This is an optimization exercise on Yosys and OpenROAD, whose aim is small area and a short achievable clock period, not a production implementation. Only the layout flow was run in this run; the RTL was not checked for function there. Power is estimated from default activity; no workload was simulated.

### flow/run.sh
#!/bin/bash
# synth_recipe.tcl (not shown) runs the flow's synth.tcl, then flattens the netlist and writes it again
# the make line also repeats each setting of config.mk as NAME=value (left out here)
make -C /OpenROAD-flow-scripts/flow DESIGN_CONFIG=/design/flow/config.mk WORK_HOME=/design/flow/orfs CLKGATE_MAP_FILE= SYNTH_SCRIPT=/design/flow/synth_recipe.tcl finish
### flow/config.mk
export PLATFORM = sky130hd
export DESIGN_NAME = alu_design
export DESIGN_NICKNAME = alu_design
export VERILOG_FILES = /design/flow/design.v
export SDC_FILE = /design/flow/constraint.sdc
export NUM_CORES = 4
export LEC_CHECK = 0
export CAP_MARGIN = 20
export CORE_MARGIN = 2
export CORE_UTILIZATION = 40
export SETUP_SLACK_MARGIN = 4.0
export SLEW_MARGIN = 20
export SYNTH_HIERARCHICAL = 1
### flow/constraint.sdc
create_clock -name core_clock -period 8.0 [get_ports {CLK}]
set_input_delay 1.6000 -clock core_clock [delete_from_list [all_inputs] [get_ports {CLK}]]
set_output_delay 1.6000 -clock core_clock [all_outputs]
set_load 0.01 [all_outputs]
### flow/design.v
module alu_design #(parameter OPERAND_WIDTH = 16, parameter CMD_WIDTH = 4)(
	input CLK, RST, MODE, CE, CIN,
	input [CMD_WIDTH-1:0] CMD,
	input [1:0] INP_VALID,
	input [OPERAND_WIDTH-1:0] OPA, OPB,
	output reg ERR, OFLOW, E, G, L,
	output reg COUT,
	output reg [(2*OPERAND_WIDTH)-1:0] RES
);
	reg [15:0] a, b;
	reg [3:0] cmd;
	reg cin;
	reg mode;
	reg [1:0] iv;
	always @(posedge CLK) begin
		a <= OPA;
		b <= OPB;
		cmd <= CMD;
		cin <= CIN;
	end
	always @(posedge CLK or posedge RST) begin
		if (RST) begin
			mode <= 1'b0;
			iv <= 2'b00;
		end else begin
			mode <= CE & MODE;
			iv <= CE ? INP_VALID : 2'b00;
		end
	end
	wire v11 = iv == 2'b11;
	wire vA  = iv == 2'b01;
	wire vB  = iv == 2'b10;
	reg xb;           
	reg [1:0] ysel;   
	reg c0, xe_s, ye_s;
	always @(*) begin
		xb = 1'b0; ysel = 2'd0; c0 = 1'b0; xe_s = 1'b0; ye_s = 1'b0;
		case (cmd)
			4'd0: begin ysel = 2'd0; end
			4'd1: begin ysel = 2'd1; c0 = 1'b1; end
			4'd2: begin ysel = 2'd0; c0 = cin; end
			4'd3: begin ysel = 2'd1; c0 = ~cin; end
			4'd4: begin ysel = 2'd2; c0 = 1'b1; end
			4'd5: begin ysel = 2'd3; end
			4'd6: begin xb = 1'b1; ysel = 2'd2; c0 = 1'b1; end
			4'd7: begin xb = 1'b1; ysel = 2'd3; end
			4'd11: begin ysel = 2'd0; xe_s = 1'b1; ye_s = 1'b1; end
			4'd12: begin ysel = 2'd1; c0 = 1'b1; xe_s = 1'b1; ye_s = 1'b1; end
			default: begin ysel = 2'd1; c0 = 1'b1; end
		endcase
	end
	wire [15:0] ax = xb ? b : a;
	wire [15:0] ay = ysel == 2'd0 ? b : ysel == 2'd1 ? ~b : ysel == 2'd2 ? 16'h0000 : 16'hffff;
	wire xe = xe_s & ax[15];
	wire ye = ye_s ? ay[15] : ysel[0];
	wire [16:0] sum = {xe, ax} + {ye, ay} + {16'b0, c0};
	wire eq = a == b;
	wire sgn = cmd != 4'd8;
	wire lt = {a[15] ^ sgn, a[14:0]} < {b[15] ^ sgn, b[14:0]};
	wire [3:0] rs = cmd[0] ? (4'd0 - b[3:0]) : b[3:0];
	wire [31:0] rdbl = {a, a} << rs;
	wire [15:0] rot = rdbl[31:16];
	reg [15:0] lres;
	reg lok;
	always @(*) begin
		lres = 16'h0000;
		lok = 1'b1;
		case (cmd)
			4'd0: lres = a & b;
			4'd1: lres = ~(a & b);
			4'd2: lres = a | b;
			4'd3: lres = ~(a | b);
			4'd4: lres = a ^ b;
			4'd5: lres = ~(a ^ b);
			4'd6: lres = ~a;
			4'd7: lres = ~b;
			4'd8: lres = a >> 1;
			4'd9: lres = a << 1;
			4'd10: lres = b >> 1;
			4'd11: lres = b << 1;
			4'd12: lres = rot;
			4'd13: lres = rot;
			default: lok = 1'b0;
		endcase
		case (iv)
			2'b00: lok = 1'b0;
			2'b01: lok = lok & (cmd == 4'd6 || cmd == 4'd8 || cmd == 4'd9);
			2'b10: lok = lok & (cmd == 4'd7 || cmd == 4'd10 || cmd == 4'd11);
			default: ;
		endcase
	end
	wire rot_err = (cmd == 4'd12 || cmd == 4'd13) && (|b[15:5]);
	wire m9 = cmd[0];
	wire [31:0] ts, tc;
	wire [15:0] nmx, nb, pp [0:15];
	wire nm9;
	wire [15:0] a9, b9;
	mt_inv u_nm9 (.a(m9), .y(nm9));
	genvar gi, gj;
	generate for (gi = 0; gi < 16; gi = gi + 1) begin : g_in
		if (gi == 0) begin : g0
			mt_nand u_mx (.a(m9), .b(a[0]), .y(nmx[gi]));
		end else begin : gn
			mt_muxi u_mx (.s(m9), .d1(a[gi]), .d0(a[gi-1]), .y(nmx[gi]));
		end
		mt_inv u_nb (.a(b[gi]), .y(nb[gi]));
		mt_and u_a9 (.a(a[gi]), .b(m9), .y(a9[gi]));
		mt_and u_b9 (.a(b[gi]), .b(m9), .y(b9[gi]));
		for (gj = 0; gj < 16; gj = gj + 1) begin : g_pp
			mt_nor u_pp (.a(nmx[gi]), .b(nb[gj]), .y(pp[gi][gj]));
		end
	end endgenerate
	wire [225:0] fs, fc;
	wire [30:0] hs, hc;
	mt_ha u_ha0 (.a(a9[11]), .b(b9[11]), .s(hs[0]), .co(hc[0]));
	mt_fa u_fa0 (.a(a9[12]), .b(b9[12]), .c(pp[0][12]), .s(fs[0]), .co(fc[0]));
	mt_ha u_ha1 (.a(pp[10][2]), .b(pp[11][1]), .s(hs[1]), .co(hc[1]));
	mt_fa u_fa1 (.a(a9[13]), .b(b9[13]), .c(pp[0][13]), .s(fs[1]), .co(fc[1]));
	mt_fa u_fa2 (.a(pp[10][3]), .b(pp[11][2]), .c(pp[12][1]), .s(fs[2]), .co(fc[2]));
	mt_ha u_ha2 (.a(pp[13][0]), .b(pp[1][12]), .s(hs[2]), .co(hc[2]));
	mt_fa u_fa3 (.a(a9[14]), .b(b9[14]), .c(pp[0][14]), .s(fs[3]), .co(fc[3]));
	mt_fa u_fa4 (.a(pp[10][4]), .b(pp[11][3]), .c(pp[12][2]), .s(fs[4]), .co(fc[4]));
	mt_fa u_fa5 (.a(pp[13][1]), .b(pp[14][0]), .c(pp[1][13]), .s(fs[5]), .co(fc[5]));
	mt_ha u_ha3 (.a(pp[2][12]), .b(pp[3][11]), .s(hs[3]), .co(hc[3]));
	mt_fa u_fa6 (.a(a9[15]), .b(b9[15]), .c(pp[0][15]), .s(fs[6]), .co(fc[6]));
	mt_fa u_fa7 (.a(pp[10][5]), .b(pp[11][4]), .c(pp[12][3]), .s(fs[7]), .co(fc[7]));
	mt_fa u_fa8 (.a(pp[13][2]), .b(pp[14][1]), .c(pp[15][0]), .s(fs[8]), .co(fc[8]));
	mt_fa u_fa9 (.a(pp[1][14]), .b(pp[2][13]), .c(pp[3][12]), .s(fs[9]), .co(fc[9]));
	mt_ha u_ha4 (.a(pp[4][11]), .b(pp[5][10]), .s(hs[4]), .co(hc[4]));
	mt_fa u_fa10 (.a(pp[10][6]), .b(pp[11][5]), .c(pp[12][4]), .s(fs[10]), .co(fc[10]));
	mt_fa u_fa11 (.a(pp[13][3]), .b(pp[14][2]), .c(pp[15][1]), .s(fs[11]), .co(fc[11]));
	mt_fa u_fa12 (.a(pp[1][15]), .b(pp[2][14]), .c(pp[3][13]), .s(fs[12]), .co(fc[12]));
	mt_ha u_ha5 (.a(pp[4][12]), .b(pp[5][11]), .s(hs[5]), .co(hc[5]));
	mt_fa u_fa13 (.a(pp[10][7]), .b(pp[11][6]), .c(pp[12][5]), .s(fs[13]), .co(fc[13]));
	mt_fa u_fa14 (.a(pp[13][4]), .b(pp[14][3]), .c(pp[15][2]), .s(fs[14]), .co(fc[14]));
	mt_ha u_ha6 (.a(pp[2][15]), .b(pp[3][14]), .s(hs[6]), .co(hc[6]));
	mt_fa u_fa15 (.a(pp[10][8]), .b(pp[11][7]), .c(pp[12][6]), .s(fs[15]), .co(fc[15]));
	mt_ha u_ha7 (.a(pp[13][5]), .b(pp[14][4]), .s(hs[7]), .co(hc[7]));
	mt_ha u_ha8 (.a(pp[10][9]), .b(pp[11][8]), .s(hs[8]), .co(hc[8]));
	mt_ha u_ha9 (.a(a9[7]), .b(b9[7]), .s(hs[9]), .co(hc[9]));
	mt_fa u_fa16 (.a(a9[8]), .b(b9[8]), .c(pp[0][8]), .s(fs[16]), .co(fc[16]));
	mt_ha u_ha10 (.a(pp[1][7]), .b(pp[2][6]), .s(hs[10]), .co(hc[10]));
	mt_fa u_fa17 (.a(a9[9]), .b(b9[9]), .c(pp[0][9]), .s(fs[17]), .co(fc[17]));
	mt_fa u_fa18 (.a(pp[1][8]), .b(pp[2][7]), .c(pp[3][6]), .s(fs[18]), .co(fc[18]));
	mt_ha u_ha11 (.a(pp[4][5]), .b(pp[5][4]), .s(hs[11]), .co(hc[11]));
	mt_fa u_fa19 (.a(a9[10]), .b(b9[10]), .c(pp[0][10]), .s(fs[19]), .co(fc[19]));
	mt_fa u_fa20 (.a(pp[10][0]), .b(pp[1][9]), .c(pp[2][8]), .s(fs[20]), .co(fc[20]));
	mt_fa u_fa21 (.a(pp[3][7]), .b(pp[4][6]), .c(pp[5][5]), .s(fs[21]), .co(fc[21]));
	mt_ha u_ha12 (.a(pp[6][4]), .b(pp[7][3]), .s(hs[12]), .co(hc[12]));
	mt_fa u_fa22 (.a(pp[0][11]), .b(pp[10][1]), .c(pp[11][0]), .s(fs[22]), .co(fc[22]));
	mt_fa u_fa23 (.a(pp[1][10]), .b(pp[2][9]), .c(pp[3][8]), .s(fs[23]), .co(fc[23]));
	mt_fa u_fa24 (.a(pp[4][7]), .b(pp[5][6]), .c(pp[6][5]), .s(fs[24]), .co(fc[24]));
	mt_fa u_fa25 (.a(pp[7][4]), .b(pp[8][3]), .c(pp[9][2]), .s(fs[25]), .co(fc[25]));
	mt_fa u_fa26 (.a(pp[12][0]), .b(pp[1][11]), .c(pp[2][10]), .s(fs[26]), .co(fc[26]));
	mt_fa u_fa27 (.a(pp[3][9]), .b(pp[4][8]), .c(pp[5][7]), .s(fs[27]), .co(fc[27]));
	mt_fa u_fa28 (.a(pp[6][6]), .b(pp[7][5]), .c(pp[8][4]), .s(fs[28]), .co(fc[28]));
	mt_fa u_fa29 (.a(pp[9][3]), .b(hc[0]), .c(hs[1]), .s(fs[29]), .co(fc[29]));
	mt_fa u_fa30 (.a(pp[2][11]), .b(pp[3][10]), .c(pp[4][9]), .s(fs[30]), .co(fc[30]));
	mt_fa u_fa31 (.a(pp[5][8]), .b(pp[6][7]), .c(pp[7][6]), .s(fs[31]), .co(fc[31]));
	mt_fa u_fa32 (.a(pp[8][5]), .b(pp[9][4]), .c(hc[1]), .s(fs[32]), .co(fc[32]));
	mt_fa u_fa33 (.a(hs[2]), .b(fc[0]), .c(fs[1]), .s(fs[33]), .co(fc[33]));
	mt_fa u_fa34 (.a(pp[4][10]), .b(pp[5][9]), .c(pp[6][8]), .s(fs[34]), .co(fc[34]));
	mt_fa u_fa35 (.a(pp[7][7]), .b(pp[8][6]), .c(pp[9][5]), .s(fs[35]), .co(fc[35]));
	mt_fa u_fa36 (.a(hc[2]), .b(hs[3]), .c(fc[1]), .s(fs[36]), .co(fc[36]));
	mt_fa u_fa37 (.a(fc[2]), .b(fs[3]), .c(fs[4]), .s(fs[37]), .co(fc[37]));
	mt_fa u_fa38 (.a(pp[6][9]), .b(pp[7][8]), .c(pp[8][7]), .s(fs[38]), .co(fc[38]));
	mt_fa u_fa39 (.a(pp[9][6]), .b(hc[3]), .c(hs[4]), .s(fs[39]), .co(fc[39]));
	mt_fa u_fa40 (.a(fc[3]), .b(fc[4]), .c(fc[5]), .s(fs[40]), .co(fc[40]));
	mt_fa u_fa41 (.a(fs[6]), .b(fs[7]), .c(fs[8]), .s(fs[41]), .co(fc[41]));
	mt_fa u_fa42 (.a(pp[6][10]), .b(pp[7][9]), .c(pp[8][8]), .s(fs[42]), .co(fc[42]));
	mt_fa u_fa43 (.a(pp[9][7]), .b(hc[4]), .c(hs[5]), .s(fs[43]), .co(fc[43]));
	mt_fa u_fa44 (.a(fc[6]), .b(fc[7]), .c(fc[8]), .s(fs[44]), .co(fc[44]));
	mt_fa u_fa45 (.a(fc[9]), .b(fs[10]), .c(fs[11]), .s(fs[45]), .co(fc[45]));
	mt_fa u_fa46 (.a(pp[4][13]), .b(pp[5][12]), .c(pp[6][11]), .s(fs[46]), .co(fc[46]));
	mt_fa u_fa47 (.a(pp[7][10]), .b(pp[8][9]), .c(pp[9][8]), .s(fs[47]), .co(fc[47]));
	mt_fa u_fa48 (.a(hc[5]), .b(hs[6]), .c(fc[10]), .s(fs[48]), .co(fc[48]));
	mt_fa u_fa49 (.a(fc[11]), .b(fc[12]), .c(fs[13]), .s(fs[49]), .co(fc[49]));
	mt_fa u_fa50 (.a(pp[15][3]), .b(pp[3][15]), .c(pp[4][14]), .s(fs[50]), .co(fc[50]));
	mt_fa u_fa51 (.a(pp[5][13]), .b(pp[6][12]), .c(pp[7][11]), .s(fs[51]), .co(fc[51]));
	mt_fa u_fa52 (.a(pp[8][10]), .b(pp[9][9]), .c(hc[6]), .s(fs[52]), .co(fc[52]));
	mt_fa u_fa53 (.a(hs[7]), .b(fc[13]), .c(fc[14]), .s(fs[53]), .co(fc[53]));
	mt_fa u_fa54 (.a(pp[12][7]), .b(pp[13][6]), .c(pp[14][5]), .s(fs[54]), .co(fc[54]));
	mt_fa u_fa55 (.a(pp[15][4]), .b(pp[4][15]), .c(pp[5][14]), .s(fs[55]), .co(fc[55]));
	mt_fa u_fa56 (.a(pp[6][13]), .b(pp[7][12]), .c(pp[8][11]), .s(fs[56]), .co(fc[56]));
	mt_fa u_fa57 (.a(pp[9][10]), .b(hc[7]), .c(hs[8]), .s(fs[57]), .co(fc[57]));
	mt_fa u_fa58 (.a(pp[10][10]), .b(pp[11][9]), .c(pp[12][8]), .s(fs[58]), .co(fc[58]));
	mt_fa u_fa59 (.a(pp[13][7]), .b(pp[14][6]), .c(pp[15][5]), .s(fs[59]), .co(fc[59]));
	mt_fa u_fa60 (.a(pp[5][15]), .b(pp[6][14]), .c(pp[7][13]), .s(fs[60]), .co(fc[60]));
	mt_ha u_ha13 (.a(pp[8][12]), .b(pp[9][11]), .s(hs[13]), .co(hc[13]));
	mt_fa u_fa61 (.a(pp[10][11]), .b(pp[11][10]), .c(pp[12][9]), .s(fs[61]), .co(fc[61]));
	mt_fa u_fa62 (.a(pp[13][8]), .b(pp[14][7]), .c(pp[15][6]), .s(fs[62]), .co(fc[62]));
	mt_ha u_ha14 (.a(pp[6][15]), .b(pp[7][14]), .s(hs[14]), .co(hc[14]));
	mt_fa u_fa63 (.a(pp[10][12]), .b(pp[11][11]), .c(pp[12][10]), .s(fs[63]), .co(fc[63]));
	mt_ha u_ha15 (.a(pp[13][9]), .b(pp[14][8]), .s(hs[15]), .co(hc[15]));
	mt_ha u_ha16 (.a(pp[10][13]), .b(pp[11][12]), .s(hs[16]), .co(hc[16]));
	mt_ha u_ha17 (.a(a9[4]), .b(b9[4]), .s(hs[17]), .co(hc[17]));
	mt_fa u_fa64 (.a(a9[5]), .b(b9[5]), .c(pp[0][5]), .s(fs[64]), .co(fc[64]));
	mt_ha u_ha18 (.a(pp[1][4]), .b(pp[2][3]), .s(hs[18]), .co(hc[18]));
	mt_fa u_fa65 (.a(a9[6]), .b(b9[6]), .c(pp[0][6]), .s(fs[65]), .co(fc[65]));
	mt_fa u_fa66 (.a(pp[1][5]), .b(pp[2][4]), .c(pp[3][3]), .s(fs[66]), .co(fc[66]));
	mt_ha u_ha19 (.a(pp[4][2]), .b(pp[5][1]), .s(hs[19]), .co(hc[19]));
	mt_fa u_fa67 (.a(pp[0][7]), .b(pp[1][6]), .c(pp[2][5]), .s(fs[67]), .co(fc[67]));
	mt_fa u_fa68 (.a(pp[3][4]), .b(pp[4][3]), .c(pp[5][2]), .s(fs[68]), .co(fc[68]));
	mt_fa u_fa69 (.a(pp[6][1]), .b(pp[7][0]), .c(hs[9]), .s(fs[69]), .co(fc[69]));
	mt_fa u_fa70 (.a(pp[3][5]), .b(pp[4][4]), .c(pp[5][3]), .s(fs[70]), .co(fc[70]));
	mt_fa u_fa71 (.a(pp[6][2]), .b(pp[7][1]), .c(pp[8][0]), .s(fs[71]), .co(fc[71]));
	mt_fa u_fa72 (.a(hc[9]), .b(hs[10]), .c(fs[16]), .s(fs[72]), .co(fc[72]));
	mt_fa u_fa73 (.a(pp[6][3]), .b(pp[7][2]), .c(pp[8][1]), .s(fs[73]), .co(fc[73]));
	mt_fa u_fa74 (.a(pp[9][0]), .b(hc[10]), .c(hs[11]), .s(fs[74]), .co(fc[74]));
	mt_fa u_fa75 (.a(fc[16]), .b(fs[17]), .c(fs[18]), .s(fs[75]), .co(fc[75]));
	mt_fa u_fa76 (.a(pp[8][2]), .b(pp[9][1]), .c(hc[11]), .s(fs[76]), .co(fc[76]));
	mt_fa u_fa77 (.a(hs[12]), .b(fc[17]), .c(fc[18]), .s(fs[77]), .co(fc[77]));
	mt_fa u_fa78 (.a(fs[19]), .b(fs[20]), .c(fs[21]), .s(fs[78]), .co(fc[78]));
	mt_fa u_fa79 (.a(hs[0]), .b(hc[12]), .c(fc[19]), .s(fs[79]), .co(fc[79]));
	mt_fa u_fa80 (.a(fc[20]), .b(fc[21]), .c(fs[22]), .s(fs[80]), .co(fc[80]));
	mt_fa u_fa81 (.a(fs[23]), .b(fs[24]), .c(fs[25]), .s(fs[81]), .co(fc[81]));
	mt_fa u_fa82 (.a(fc[22]), .b(fc[23]), .c(fc[24]), .s(fs[82]), .co(fc[82]));
	mt_fa u_fa83 (.a(fc[25]), .b(fs[0]), .c(fs[26]), .s(fs[83]), .co(fc[83]));
	mt_fa u_fa84 (.a(fs[27]), .b(fs[28]), .c(fs[29]), .s(fs[84]), .co(fc[84]));
	mt_fa u_fa85 (.a(fc[26]), .b(fc[27]), .c(fc[28]), .s(fs[85]), .co(fc[85]));
	mt_fa u_fa86 (.a(fs[2]), .b(fs[30]), .c(fs[31]), .s(fs[86]), .co(fc[86]));
	mt_fa u_fa87 (.a(fc[29]), .b(fs[32]), .c(fs[33]), .s(fs[87]), .co(fc[87]));
	mt_fa u_fa88 (.a(fc[30]), .b(fc[31]), .c(fs[34]), .s(fs[88]), .co(fc[88]));
	mt_fa u_fa89 (.a(fs[35]), .b(fs[5]), .c(fc[32]), .s(fs[89]), .co(fc[89]));
	mt_fa u_fa90 (.a(fc[33]), .b(fs[36]), .c(fs[37]), .s(fs[90]), .co(fc[90]));
	mt_fa u_fa91 (.a(fc[34]), .b(fc[35]), .c(fs[38]), .s(fs[91]), .co(fc[91]));
	mt_fa u_fa92 (.a(fs[9]), .b(fc[36]), .c(fs[39]), .s(fs[92]), .co(fc[92]));
	mt_fa u_fa93 (.a(fc[37]), .b(fs[40]), .c(fs[41]), .s(fs[93]), .co(fc[93]));
	mt_fa u_fa94 (.a(fc[38]), .b(fs[12]), .c(fs[42]), .s(fs[94]), .co(fc[94]));
	mt_fa u_fa95 (.a(fc[39]), .b(fc[40]), .c(fs[43]), .s(fs[95]), .co(fc[95]));
	mt_fa u_fa96 (.a(fc[41]), .b(fs[44]), .c(fs[45]), .s(fs[96]), .co(fc[96]));
	mt_fa u_fa97 (.a(fc[42]), .b(fs[14]), .c(fs[46]), .s(fs[97]), .co(fc[97]));
	mt_fa u_fa98 (.a(fs[47]), .b(fc[43]), .c(fc[44]), .s(fs[98]), .co(fc[98]));
	mt_fa u_fa99 (.a(fc[45]), .b(fs[48]), .c(fs[49]), .s(fs[99]), .co(fc[99]));
	mt_fa u_fa100 (.a(fc[46]), .b(fc[47]), .c(fs[15]), .s(fs[100]), .co(fc[100]));
	mt_fa u_fa101 (.a(fs[50]), .b(fs[51]), .c(fs[52]), .s(fs[101]), .co(fc[101]));
	mt_fa u_fa102 (.a(fc[48]), .b(fc[49]), .c(fs[53]), .s(fs[102]), .co(fc[102]));
	mt_fa u_fa103 (.a(fc[15]), .b(fc[50]), .c(fc[51]), .s(fs[103]), .co(fc[103]));
	mt_fa u_fa104 (.a(fs[54]), .b(fs[55]), .c(fs[56]), .s(fs[104]), .co(fc[104]));
	mt_fa u_fa105 (.a(fc[52]), .b(fc[53]), .c(fs[57]), .s(fs[105]), .co(fc[105]));
	mt_fa u_fa106 (.a(hc[8]), .b(hs[13]), .c(fc[54]), .s(fs[106]), .co(fc[106]));
	mt_fa u_fa107 (.a(fc[55]), .b(fc[56]), .c(fs[58]), .s(fs[107]), .co(fc[107]));
	mt_fa u_fa108 (.a(fs[59]), .b(fs[60]), .c(fc[57]), .s(fs[108]), .co(fc[108]));
	mt_fa u_fa109 (.a(pp[8][13]), .b(pp[9][12]), .c(hc[13]), .s(fs[109]), .co(fc[109]));
	mt_fa u_fa110 (.a(hs[14]), .b(fc[58]), .c(fc[59]), .s(fs[110]), .co(fc[110]));
	mt_fa u_fa111 (.a(fc[60]), .b(fs[61]), .c(fs[62]), .s(fs[111]), .co(fc[111]));
	mt_fa u_fa112 (.a(pp[15][7]), .b(pp[7][15]), .c(pp[8][14]), .s(fs[112]), .co(fc[112]));
	mt_fa u_fa113 (.a(pp[9][13]), .b(hc[14]), .c(hs[15]), .s(fs[113]), .co(fc[113]));
	mt_fa u_fa114 (.a(fc[61]), .b(fc[62]), .c(fs[63]), .s(fs[114]), .co(fc[114]));
	mt_fa u_fa115 (.a(pp[12][11]), .b(pp[13][10]), .c(pp[14][9]), .s(fs[115]), .co(fc[115]));
	mt_fa u_fa116 (.a(pp[15][8]), .b(pp[8][15]), .c(pp[9][14]), .s(fs[116]), .co(fc[116]));
	mt_fa u_fa117 (.a(hc[15]), .b(hs[16]), .c(fc[63]), .s(fs[117]), .co(fc[117]));
	mt_fa u_fa118 (.a(pp[10][14]), .b(pp[11][13]), .c(pp[12][12]), .s(fs[118]), .co(fc[118]));
	mt_fa u_fa119 (.a(pp[13][11]), .b(pp[14][10]), .c(pp[15][9]), .s(fs[119]), .co(fc[119]));
	mt_ha u_ha20 (.a(pp[9][15]), .b(hc[16]), .s(hs[20]), .co(hc[20]));
	mt_fa u_fa120 (.a(pp[10][15]), .b(pp[11][14]), .c(pp[12][13]), .s(fs[120]), .co(fc[120]));
	mt_ha u_ha21 (.a(pp[13][12]), .b(pp[14][11]), .s(hs[21]), .co(hc[21]));
	mt_ha u_ha22 (.a(pp[11][15]), .b(pp[12][14]), .s(hs[22]), .co(hc[22]));
	mt_ha u_ha23 (.a(a9[2]), .b(b9[2]), .s(hs[23]), .co(hc[23]));
	mt_fa u_fa121 (.a(a9[3]), .b(b9[3]), .c(pp[0][3]), .s(fs[121]), .co(fc[121]));
	mt_ha u_ha24 (.a(pp[1][2]), .b(pp[2][1]), .s(hs[24]), .co(hc[24]));
	mt_fa u_fa122 (.a(pp[0][4]), .b(pp[1][3]), .c(pp[2][2]), .s(fs[122]), .co(fc[122]));
	mt_fa u_fa123 (.a(pp[3][1]), .b(pp[4][0]), .c(hs[17]), .s(fs[123]), .co(fc[123]));
	mt_fa u_fa124 (.a(pp[3][2]), .b(pp[4][1]), .c(pp[5][0]), .s(fs[124]), .co(fc[124]));
	mt_fa u_fa125 (.a(hc[17]), .b(hs[18]), .c(fs[64]), .s(fs[125]), .co(fc[125]));
	mt_fa u_fa126 (.a(pp[6][0]), .b(hc[18]), .c(hs[19]), .s(fs[126]), .co(fc[126]));
	mt_fa u_fa127 (.a(fc[64]), .b(fs[65]), .c(fs[66]), .s(fs[127]), .co(fc[127]));
	mt_fa u_fa128 (.a(hc[19]), .b(fc[65]), .c(fc[66]), .s(fs[128]), .co(fc[128]));
	mt_fa u_fa129 (.a(fs[67]), .b(fs[68]), .c(fs[69]), .s(fs[129]), .co(fc[129]));
	mt_fa u_fa130 (.a(fc[67]), .b(fc[68]), .c(fs[70]), .s(fs[130]), .co(fc[130]));
	mt_fa u_fa131 (.a(fs[71]), .b(fc[69]), .c(fs[72]), .s(fs[131]), .co(fc[131]));
	mt_fa u_fa132 (.a(fc[70]), .b(fc[71]), .c(fs[73]), .s(fs[132]), .co(fc[132]));
	mt_fa u_fa133 (.a(fs[74]), .b(fc[72]), .c(fs[75]), .s(fs[133]), .co(fc[133]));
	mt_fa u_fa134 (.a(fc[73]), .b(fc[74]), .c(fs[76]), .s(fs[134]), .co(fc[134]));
	mt_fa u_fa135 (.a(fc[75]), .b(fs[77]), .c(fs[78]), .s(fs[135]), .co(fc[135]));
	mt_fa u_fa136 (.a(fc[76]), .b(fc[77]), .c(fc[78]), .s(fs[136]), .co(fc[136]));
	mt_fa u_fa137 (.a(fs[79]), .b(fs[80]), .c(fs[81]), .s(fs[137]), .co(fc[137]));
	mt_fa u_fa138 (.a(fc[79]), .b(fc[80]), .c(fc[81]), .s(fs[138]), .co(fc[138]));
	mt_fa u_fa139 (.a(fs[82]), .b(fs[83]), .c(fs[84]), .s(fs[139]), .co(fc[139]));
	mt_fa u_fa140 (.a(fc[82]), .b(fc[83]), .c(fs[85]), .s(fs[140]), .co(fc[140]));
	mt_fa u_fa141 (.a(fs[86]), .b(fc[84]), .c(fs[87]), .s(fs[141]), .co(fc[141]));
	mt_fa u_fa142 (.a(fc[85]), .b(fc[86]), .c(fs[88]), .s(fs[142]), .co(fc[142]));
	mt_fa u_fa143 (.a(fs[89]), .b(fc[87]), .c(fs[90]), .s(fs[143]), .co(fc[143]));
	mt_fa u_fa144 (.a(fc[88]), .b(fc[89]), .c(fs[91]), .s(fs[144]), .co(fc[144]));
	mt_fa u_fa145 (.a(fs[92]), .b(fc[90]), .c(fs[93]), .s(fs[145]), .co(fc[145]));
	mt_fa u_fa146 (.a(fc[91]), .b(fs[94]), .c(fc[92]), .s(fs[146]), .co(fc[146]));
	mt_fa u_fa147 (.a(fs[95]), .b(fc[93]), .c(fs[96]), .s(fs[147]), .co(fc[147]));
	mt_fa u_fa148 (.a(fc[94]), .b(fs[97]), .c(fc[95]), .s(fs[148]), .co(fc[148]));
	mt_fa u_fa149 (.a(fs[98]), .b(fc[96]), .c(fs[99]), .s(fs[149]), .co(fc[149]));
	mt_fa u_fa150 (.a(fc[97]), .b(fs[100]), .c(fc[98]), .s(fs[150]), .co(fc[150]));
	mt_fa u_fa151 (.a(fs[101]), .b(fs[102]), .c(fc[99]), .s(fs[151]), .co(fc[151]));
	mt_fa u_fa152 (.a(fc[100]), .b(fs[103]), .c(fs[104]), .s(fs[152]), .co(fc[152]));
	mt_fa u_fa153 (.a(fc[101]), .b(fc[102]), .c(fs[105]), .s(fs[153]), .co(fc[153]));
	mt_fa u_fa154 (.a(fc[103]), .b(fc[104]), .c(fs[106]), .s(fs[154]), .co(fc[154]));
	mt_fa u_fa155 (.a(fs[107]), .b(fc[105]), .c(fs[108]), .s(fs[155]), .co(fc[155]));
	mt_fa u_fa156 (.a(fs[109]), .b(fc[106]), .c(fc[107]), .s(fs[156]), .co(fc[156]));
	mt_fa u_fa157 (.a(fs[110]), .b(fs[111]), .c(fc[108]), .s(fs[157]), .co(fc[157]));
	mt_fa u_fa158 (.a(fs[112]), .b(fc[109]), .c(fc[110]), .s(fs[158]), .co(fc[158]));
	mt_fa u_fa159 (.a(fs[113]), .b(fc[111]), .c(fs[114]), .s(fs[159]), .co(fc[159]));
	mt_fa u_fa160 (.a(fc[112]), .b(fs[115]), .c(fs[116]), .s(fs[160]), .co(fc[160]));
	mt_fa u_fa161 (.a(fc[113]), .b(fc[114]), .c(fs[117]), .s(fs[161]), .co(fc[161]));
	mt_fa u_fa162 (.a(fc[115]), .b(fc[116]), .c(fs[118]), .s(fs[162]), .co(fc[162]));
	mt_fa u_fa163 (.a(fs[119]), .b(hs[20]), .c(fc[117]), .s(fs[163]), .co(fc[163]));
	mt_fa u_fa164 (.a(pp[15][10]), .b(hs[21]), .c(fc[118]), .s(fs[164]), .co(fc[164]));
	mt_fa u_fa165 (.a(fc[119]), .b(hc[20]), .c(fs[120]), .s(fs[165]), .co(fc[165]));
	mt_fa u_fa166 (.a(pp[13][13]), .b(pp[14][12]), .c(pp[15][11]), .s(fs[166]), .co(fc[166]));
	mt_fa u_fa167 (.a(hc[21]), .b(hs[22]), .c(fc[120]), .s(fs[167]), .co(fc[167]));
	mt_fa u_fa168 (.a(pp[12][15]), .b(pp[13][14]), .c(pp[14][13]), .s(fs[168]), .co(fc[168]));
	mt_ha u_ha25 (.a(pp[15][12]), .b(hc[22]), .s(hs[25]), .co(hc[25]));
	mt_ha u_ha26 (.a(pp[13][15]), .b(pp[14][14]), .s(hs[26]), .co(hc[26]));
	mt_ha u_ha27 (.a(a9[0]), .b(b9[0]), .s(hs[27]), .co(hc[27]));
	mt_fa u_fa169 (.a(a9[1]), .b(b9[1]), .c(pp[0][1]), .s(fs[169]), .co(fc[169]));
	mt_fa u_fa170 (.a(pp[0][2]), .b(pp[1][1]), .c(pp[2][0]), .s(fs[170]), .co(fc[170]));
	mt_fa u_fa171 (.a(pp[3][0]), .b(hc[23]), .c(hs[24]), .s(fs[171]), .co(fc[171]));
	mt_fa u_fa172 (.a(hc[24]), .b(fc[121]), .c(fs[122]), .s(fs[172]), .co(fc[172]));
	mt_fa u_fa173 (.a(fc[122]), .b(fs[124]), .c(fc[123]), .s(fs[173]), .co(fc[173]));
	mt_fa u_fa174 (.a(fc[124]), .b(fs[126]), .c(fc[125]), .s(fs[174]), .co(fc[174]));
	mt_fa u_fa175 (.a(fc[126]), .b(fc[127]), .c(fs[128]), .s(fs[175]), .co(fc[175]));
	mt_fa u_fa176 (.a(fc[128]), .b(fs[130]), .c(fc[129]), .s(fs[176]), .co(fc[176]));
	mt_fa u_fa177 (.a(fc[130]), .b(fs[132]), .c(fc[131]), .s(fs[177]), .co(fc[177]));
	mt_fa u_fa178 (.a(fc[132]), .b(fs[134]), .c(fc[133]), .s(fs[178]), .co(fc[178]));
	mt_fa u_fa179 (.a(fc[134]), .b(fs[136]), .c(fc[135]), .s(fs[179]), .co(fc[179]));
	mt_fa u_fa180 (.a(fc[136]), .b(fs[138]), .c(fc[137]), .s(fs[180]), .co(fc[180]));
	mt_fa u_fa181 (.a(fc[138]), .b(fs[140]), .c(fc[139]), .s(fs[181]), .co(fc[181]));
	mt_fa u_fa182 (.a(fc[140]), .b(fs[142]), .c(fc[141]), .s(fs[182]), .co(fc[182]));
	mt_fa u_fa183 (.a(fc[142]), .b(fs[144]), .c(fc[143]), .s(fs[183]), .co(fc[183]));
	mt_fa u_fa184 (.a(fc[144]), .b(fs[146]), .c(fc[145]), .s(fs[184]), .co(fc[184]));
	mt_fa u_fa185 (.a(fc[146]), .b(fs[148]), .c(fc[147]), .s(fs[185]), .co(fc[185]));
	mt_fa u_fa186 (.a(fc[148]), .b(fs[150]), .c(fc[149]), .s(fs[186]), .co(fc[186]));
	mt_fa u_fa187 (.a(fs[152]), .b(fc[150]), .c(fc[151]), .s(fs[187]), .co(fc[187]));
	mt_fa u_fa188 (.a(fs[154]), .b(fc[152]), .c(fc[153]), .s(fs[188]), .co(fc[188]));
	mt_fa u_fa189 (.a(fc[154]), .b(fs[156]), .c(fc[155]), .s(fs[189]), .co(fc[189]));
	mt_fa u_fa190 (.a(fs[158]), .b(fc[156]), .c(fs[159]), .s(fs[190]), .co(fc[190]));
	mt_fa u_fa191 (.a(fs[160]), .b(fc[158]), .c(fs[161]), .s(fs[191]), .co(fc[191]));
	mt_fa u_fa192 (.a(fc[160]), .b(fs[162]), .c(fs[163]), .s(fs[192]), .co(fc[192]));
	mt_fa u_fa193 (.a(fc[162]), .b(fs[164]), .c(fs[165]), .s(fs[193]), .co(fc[193]));
	mt_fa u_fa194 (.a(fs[166]), .b(fc[164]), .c(fc[165]), .s(fs[194]), .co(fc[194]));
	mt_fa u_fa195 (.a(fc[166]), .b(fs[168]), .c(hs[25]), .s(fs[195]), .co(fc[195]));
	mt_fa u_fa196 (.a(pp[15][13]), .b(hs[26]), .c(fc[168]), .s(fs[196]), .co(fc[196]));
	mt_ha u_ha28 (.a(pp[14][15]), .b(pp[15][14]), .s(hs[28]), .co(hc[28]));
	mt_ha u_ha29 (.a(m9), .b(pp[0][0]), .s(hs[29]), .co(hc[29]));
	mt_fa u_fa197 (.a(pp[1][0]), .b(hc[27]), .c(fs[169]), .s(fs[197]), .co(fc[197]));
	mt_fa u_fa198 (.a(hs[23]), .b(fc[169]), .c(fs[170]), .s(fs[198]), .co(fc[198]));
	mt_fa u_fa199 (.a(fc[170]), .b(fs[121]), .c(fs[171]), .s(fs[199]), .co(fc[199]));
	mt_fa u_fa200 (.a(fs[123]), .b(fc[171]), .c(fs[172]), .s(fs[200]), .co(fc[200]));
	mt_fa u_fa201 (.a(fc[172]), .b(fs[125]), .c(fs[173]), .s(fs[201]), .co(fc[201]));
	mt_fa u_fa202 (.a(fc[173]), .b(fs[127]), .c(fs[174]), .s(fs[202]), .co(fc[202]));
	mt_fa u_fa203 (.a(fs[129]), .b(fc[174]), .c(fs[175]), .s(fs[203]), .co(fc[203]));
	mt_fa u_fa204 (.a(fc[175]), .b(fs[131]), .c(fs[176]), .s(fs[204]), .co(fc[204]));
	mt_fa u_fa205 (.a(fc[176]), .b(fs[133]), .c(fs[177]), .s(fs[205]), .co(fc[205]));
	mt_fa u_fa206 (.a(fs[135]), .b(fc[177]), .c(fs[178]), .s(fs[206]), .co(fc[206]));
	mt_fa u_fa207 (.a(fs[137]), .b(fc[178]), .c(fs[179]), .s(fs[207]), .co(fc[207]));
	mt_fa u_fa208 (.a(fc[179]), .b(fs[139]), .c(fs[180]), .s(fs[208]), .co(fc[208]));
	mt_fa u_fa209 (.a(fc[180]), .b(fs[141]), .c(fs[181]), .s(fs[209]), .co(fc[209]));
	mt_fa u_fa210 (.a(fs[143]), .b(fc[181]), .c(fs[182]), .s(fs[210]), .co(fc[210]));
	mt_fa u_fa211 (.a(fs[145]), .b(fc[182]), .c(fs[183]), .s(fs[211]), .co(fc[211]));
	mt_fa u_fa212 (.a(fs[147]), .b(fc[183]), .c(fs[184]), .s(fs[212]), .co(fc[212]));
	mt_fa u_fa213 (.a(fs[149]), .b(fc[184]), .c(fs[185]), .s(fs[213]), .co(fc[213]));
	mt_fa u_fa214 (.a(fs[151]), .b(fc[185]), .c(fs[186]), .s(fs[214]), .co(fc[214]));
	mt_fa u_fa215 (.a(fs[153]), .b(fc[186]), .c(fs[187]), .s(fs[215]), .co(fc[215]));
	mt_fa u_fa216 (.a(fs[155]), .b(fc[187]), .c(fs[188]), .s(fs[216]), .co(fc[216]));
	mt_fa u_fa217 (.a(fs[157]), .b(fc[188]), .c(fs[189]), .s(fs[217]), .co(fc[217]));
	mt_fa u_fa218 (.a(fc[157]), .b(fc[189]), .c(fs[190]), .s(fs[218]), .co(fc[218]));
	mt_fa u_fa219 (.a(fc[159]), .b(fc[190]), .c(fs[191]), .s(fs[219]), .co(fc[219]));
	mt_fa u_fa220 (.a(fc[161]), .b(fc[191]), .c(fs[192]), .s(fs[220]), .co(fc[220]));
	mt_fa u_fa221 (.a(fc[163]), .b(fs[193]), .c(fc[192]), .s(fs[221]), .co(fc[221]));
	mt_fa u_fa222 (.a(fs[167]), .b(fs[194]), .c(fc[193]), .s(fs[222]), .co(fc[222]));
	mt_fa u_fa223 (.a(fc[167]), .b(fs[195]), .c(fc[194]), .s(fs[223]), .co(fc[223]));
	mt_fa u_fa224 (.a(hc[25]), .b(fs[196]), .c(fc[195]), .s(fs[224]), .co(fc[224]));
	mt_fa u_fa225 (.a(hc[26]), .b(hs[28]), .c(fc[196]), .s(fs[225]), .co(fc[225]));
	mt_ha u_ha30 (.a(pp[15][15]), .b(hc[28]), .s(hs[30]), .co(hc[30]));
	assign ts[0] = hs[27];
	assign tc[0] = hs[29];
	assign ts[1] = hc[29];
	assign tc[1] = fs[197];
	assign ts[2] = fc[197];
	assign tc[2] = fs[198];
	assign ts[3] = fc[198];
	assign tc[3] = fs[199];
	assign ts[4] = fc[199];
	assign tc[4] = fs[200];
	assign ts[5] = fc[200];
	assign tc[5] = fs[201];
	assign ts[6] = fc[201];
	assign tc[6] = fs[202];
	assign ts[7] = fc[202];
	assign tc[7] = fs[203];
	assign ts[8] = fc[203];
	assign tc[8] = fs[204];
	assign ts[9] = fc[204];
	assign tc[9] = fs[205];
	assign ts[10] = fc[205];
	assign tc[10] = fs[206];
	assign ts[11] = fc[206];
	assign tc[11] = fs[207];
	assign ts[12] = fc[207];
	assign tc[12] = fs[208];
	assign ts[13] = fc[208];
	assign tc[13] = fs[209];
	assign ts[14] = fc[209];
	assign tc[14] = fs[210];
	assign ts[15] = fc[210];
	assign tc[15] = fs[211];
	assign ts[16] = fc[211];
	assign tc[16] = fs[212];
	assign ts[17] = fc[212];
	assign tc[17] = fs[213];
	assign ts[18] = fc[213];
	assign tc[18] = fs[214];
	assign ts[19] = fc[214];
	assign tc[19] = fs[215];
	assign ts[20] = fc[215];
	assign tc[20] = fs[216];
	assign ts[21] = fc[216];
	assign tc[21] = fs[217];
	assign ts[22] = fc[217];
	assign tc[22] = fs[218];
	assign ts[23] = fc[218];
	assign tc[23] = fs[219];
	assign ts[24] = fc[219];
	assign tc[24] = fs[220];
	assign ts[25] = fc[220];
	assign tc[25] = fs[221];
	assign ts[26] = fs[222];
	assign tc[26] = fc[221];
	assign ts[27] = fc[222];
	assign tc[27] = fs[223];
	assign ts[28] = fs[224];
	assign tc[28] = fc[223];
	assign ts[29] = fs[225];
	assign tc[29] = fc[224];
	assign ts[30] = hs[30];
	assign tc[30] = fc[225];
	assign ts[31] = hc[30];
	assign tc[31] = 1'b0;
	reg [31:0] PS, PC;
	wire [31:0] P = PS + PC;
	reg pvalid;
	wire is_mul = v11 && (cmd == 4'd9 || cmd == 4'd10);
	wire add_ok = (v11 && (cmd <= 4'd7 || cmd == 4'd11 || cmd == 4'd12)) ||
	              (vA && (cmd == 4'd4 || cmd == 4'd5)) ||
	              (vB && (cmd == 4'd6 || cmd == 4'd7));
	wire is_cmp8 = v11 && cmd == 4'd8;
	wire is_scmp = v11 && (cmd == 4'd11 || cmd == 4'd12);
	reg [31:0] res_n;
	reg err_n, e_n, g_n, l_n;
	always @(*) begin
		res_n = 32'd0;
		err_n = 1'b0; e_n = 1'b0; g_n = 1'b0; l_n = 1'b0;
		if (mode) begin
			if (is_mul)
				res_n = pvalid ? P : 32'd0;
			else if (add_ok)
				res_n[16:0] = sum;
			else if (!is_cmp8)
				err_n = 1'b1;
			if (is_cmp8 || is_scmp) begin
				e_n = eq;
				l_n = !eq && lt;
				g_n = !eq && !lt;
			end
		end else begin
			if (lok)
				res_n[15:0] = lres;
			err_n = !lok || (v11 && rot_err);
		end
	end
	reg oflow_idle;
	wire cmd_sub = cmd == 4'd1 || cmd == 4'd3 || cmd == 4'd5 || cmd == 4'd7;
	wire ovf_s = (a[15] ^ ay[15] ^ 1'b1) & (sum[15] ^ a[15]);
	wire oflow_n = mode && (cmd_sub ? sum[16] :
	                        cmd == 4'd11 ? (v11 ? ovf_s : (a[15] & b[15])) :
	                        cmd == 4'd12 ? (v11 ? ovf_s : (a[15] & ~b[15])) : 1'b0);
	wire oflow_idle_n = mode && ((cmd == 4'd3 && cin) || cmd == 4'd5 || cmd == 4'd7 || (cmd == 4'd11 && v11 && sum[15]));
	wire cout_n = mode && add_ok && (cmd == 4'd0 || cmd == 4'd2 || cmd == 4'd4 || cmd == 4'd6 || cmd == 4'd11) && sum[16];
	always @(posedge CLK or posedge RST) begin
		if (RST) begin
			RES <= 32'd0;
			ERR <= 1'b0; E <= 1'b0; G <= 1'b0; L <= 1'b0;
			OFLOW <= 1'b0; oflow_idle <= 1'b0; COUT <= 1'b0;
			pvalid <= 1'b0;
		end else if (CE) begin
			RES <= res_n;
			ERR <= err_n; E <= e_n; G <= g_n; L <= l_n;
			OFLOW <= oflow_n; oflow_idle <= oflow_idle_n; COUT <= cout_n;
			if (mode)
				pvalid <= is_mul;
		end else begin
			ERR <= 1'b0; E <= 1'b0; G <= 1'b0; L <= 1'b0;
			OFLOW <= oflow_idle;
		end
	end
	always @(posedge CLK) begin
		if (CE && mode && is_mul)
		begin
			PS <= ts;
			PC <= tc;
		end
	end
endmodule
module mt_fa(input a, input b, input c, output s, output co);
	assign s = a ^ b ^ c;
	assign co = (a & b) | (a & c) | (b & c);
endmodule
module mt_ha(input a, input b, output s, output co);
	assign s = a ^ b;
	assign co = a & b;
endmodule
module mt_inv(input a, output y);
	assign y = ~a;
endmodule
module mt_nand(input a, input b, output y);
	assign y = ~(a & b);
endmodule
module mt_and(input a, input b, output y);
	assign y = a & b;
endmodule
module mt_nor(input a, input b, output y);
	assign y = ~(a | b);
endmodule
module mt_muxi(input s, input d1, input d0, output y);
	assign y = ~(s ? d1 : d0);
endmodule
==> flow_summary.toml <==
[status]
status = "no timing/DRC/antenna violations"

[min_path]
timing.hold.worst.class = "reg2reg"

[timing]
fin_crit_ps = 4120
slew_viol_final = 0
setup_repair_after_global_routing_missed_its_margin = "true"
timing.final.hold_violations = 0
slew_headroom = 0.378
slew_at_the_pin_closest_to_its_max_slew_limit_ps = 932
final-setup-viol-count = 0
max_freq_ghz = 0.243
post_route_clock_skew_ps = 22.9
tns_ps = 0
timing.final.crit_share = 0.515

[place]
dpl-instance-area_um2 = 18500
dpl.hpwl_mm = 42.3
port-buffer-count = 80
gp_congestion = 0.921

[global_routing]
global_route_wire_length_before_repair_mm = 91.5
gr-usage-all-layers = 0.282
initial_antenna_violation_count = 0
first_global_vias = 14700
grt_remaining_overflow = 0
grt_max_degree = 82

[routing]
vias_per_cell = 5.81
totalWireLength_mm = 59.6
met1Wirelength_mm = 25.8
dr_total_vias = 14300
drt-initial-drc-count = 1743
top_layer_used = "met4"
wl_per_cell_um = 24.3
met3_layer_wire_length_in_the_routed_design_mm = 5.70
remaining_design_rule_violation_count = 0
number_of_antenna_violating_nets_in_the_routed_design = 0
drt_pass1_iterations = 8
met2_wirelength_mm = 26.0

[critical_path]
timing.critical_path.from = "cmd[0]"
worst_setup_path_start_kind = "register"
arrival_ps = 4320
worstRegToRegCells = 10
critPathKind = "reg2reg"
worst-endpoint-required_ps = 8200
rrSetupSlack_ps = 3880
timing.critical_path.to_type = "register"
setup.worst_path.end = "PC[17]"
crit-reg2reg-capture = "PC[17]"
worst_r2r_start = "cmd[0]"
maximum_fanout_along_the_worst_path = 8

[cts]
cts.sink_count = 143
cts_tree = "done"
cts_root_buf = "clkbuf_16"
cts_htree_levels = 4
clock_pin_slew_on_the_worst_setup_and_hold_paths_ps = 60
hold_buffers = 0
numCtsBuffers = 17
cts_buffer_depth = 2
worstSkewPairLatency_ps = 480

[yosys]
syn_area_per_cell_um2 = 9.69
ys_ff_latch = 143
post_synth_num_cell_types = 73
asyncSetResetFlopFracSynth = 0.301
synth-main-ff-cell = "edfxtp_1"
yosys_synthesis_warning_count = 7
synth_area_leader_cell = "fa_1"
yosysSeqAreaShare = 0.220
post_synth_edffs = 63
synth_top_cells_by_area = "fa_1 (27%), edfxtp_1 (11%), ha_1 (9.6%)"
synth.net_count = 2141
netlist_instances = 1739
synth.most_common_cell = "nor2_1"
netlist_area_um2 = 16900
netlist.area_leader.share = 0.272
post_synth_most_frequent_cells = "nor2_1 (342), fa_1 (229), ha_1 (130)"

[power]
vdd.ir_drop.worst_v = 0.000156
cell_pwr_density_nw_per_um2 = 179
p_total_mw = 3.64
power.static_leakage_nw = 8.83

[cells_and_area]
drive_gt1_frac = 0.156
insertedDiodeCount = 0
finalInstanceArea_um2 = 20300
postLayoutCoreUtil = 0.486
layout-area-overhead-vs-synth_pct = 20.5
num-nets-final = 2305

[floorplanning]
row_count = 75
initial_util = 0.404
i_o_pins = 81
fp.dieW_um = 209
die_h_um = 209
floorplan.die_area_um2 = 43800
placeableCoreArea_um2 = 41800

[run]
max_cap_violations = 0
==> report_power, final <==
| group | switching, mW | leakage [nW] | total (mW) | internal [mW] |
|---|---|---|---|---|
| Clock | 0.370 | 0.265 | 0.774 | 0.404 |
| Sequential | 0.0435 | 1.51 | 0.959 | 0.916 |
| Combinational | 1.04 | 7.05 | 1.90 | 0.861 |
| Total | 1.45 | 8.83 | 3.64 | 2.18 |
==> registers in the layout (all words and copies together), names as in the netlist <==
signal,flops
PS,32
RES,32
PC,31
a,16
b,16
cmd,4
iv,2
COUT,1
E,1
ERR,1
G,1
L,1
OFLOW,1
cin,1
mode,1
oflow_idle,1
pvalid,1
==> layout make-up <==
type | instances | area [um^2]
well taps | 539 | 674
fillers | 3820 | 21400
clock buffers | 17 | 425
clock inverters | 15 | 125
multi-input cells | 1460 | 13000
repair buffers | 207 | 2010
flip-flops and latches | 143 | 3740
inverters | 74 | 339
==> worst min path at each step <==
stage | start | to | slack (ps) | depth (start not counted)
2_1_floorplan | oflow_idle | oflow_idle | 460 | 2
3_3_place_gp | RES[26] | RES[26] | 470 | 1
3_5_place_dp | RES[26] | RES[26] | 480 | 1
4_1_cts | RES[29] | RES[29] | 500 | 1
5_1_grt | RES[29] | RES[29] | 510 | 1
6_report | oflow_idle | oflow_idle | 500 | 2
==> per-stage QoR <==
| step | setup slack, ps | cells | hold WS (ps) |
|---|---|---|---|
| after floorplan | 3720 | 1739 | 459 |
| after global placement | 2690 | 2320 | 475 |
| after detailed placement | 2600 | 2320 | 484 |
| after CTS | 3900 | 2448 | 504 |
| after global routing | 3820 | 2455 | 514 |
| final | 3880 | 2455 | 497 |
==> cell families (layout without fill, tap and decap cells) <==
family | after synthesis | count (layout) | share of synthesized area
AND/OR/NAND/NOR | 581 | 581 | 0.147
buffers and inverters | 137 | 313 | 0.0325
AO/OA/AOI/OAI | 364 | 364 | 0.142
XOR/XNOR | 81 | 81 | 0.0425
flip-flops | 143 | 143 | 0.220
adder cells (fa/ha/maj) | 359 | 359 | 0.368
multiplexers | 74 | 75 | 0.0477
==> layout by cell type, fill, tap and decap left out, types with 26 or more instances in the layout <==
cell type	count
nor2_1	323
mux2i_1	55
dfrtp_1	43
o21ai_0	68
fa_1	193
xnor2_1	58
buf_4	99
edfxtp_1	63
and2_1	41
ha_1	130
fa_2	36
a31oi_1	26
inv_1	55
nand2_1	107
clkdlybuf4s50_1	80
a21oi_1	93
==> worst max-delay path: stages (launching register included) <==
cell     delay [ps]
dfxtp_4         440
buf_16          180
mux2i_4         280
buf_12          160
nor2_4           30
fa_1            480
fa_1            540
fa_1            440
fa_2            350
fa_1            500
fa_2            430
==> Yosys stat by module (local to each module, per instance) <==
module	copies in the design	area, um^2
mt_nor	256	3.75
mt_muxi	15	10.0
alu_design	1	10600
mt_and	32	6.26
mt_ha	31	12.5
mt_inv	16	3.75
mt_fa	226	20.0
mt_nand	1	3.75
==> metal layers <==
metal	global-route usage	up-vias
li1	-	6358
met1	0.383	7051
met2	0.425	728
met3	0.0859	125
met4	0.104	0
met5	0	-
==> repair_timing <==
item,CTS,global route
setup buffers,93,7
endpoints found under the setup margin,64,38
gates resized for setup,73,33
cloned,3,0
pin swaps,7,10

## what the ideal ports hide
How much do the figures lean on ideal ports? The routed layout below was timed once more, with nothing changed but the port constraints.
Step 1 sets driving cells, clkbuf_16 on the clock port and buf_2 on the other inputs (assumed; they add their load-dependent delay and slew).
Step 2 moves the port delays by t, midway between the first and last clock arrival at a register: inputs arrive t later, outputs are due t later. That takes back most of the time a late clock gives input paths.
a / b / c = ideal / step 1 / step 2; a / b = the first two.
shift t [ns]: 0.518
setup slack, ns: 3.880 / 3.880 / 3.776
worst setup path at the end: input to register
slew at the worst register clock pin (ns): 0.08 / 0.08
pins driven straight from the clock port: 1
After both steps setup and hold are still met in this run. The setup slack of this run moves by 0.000 ns with the drivers and by -0.104 ns with both steps.
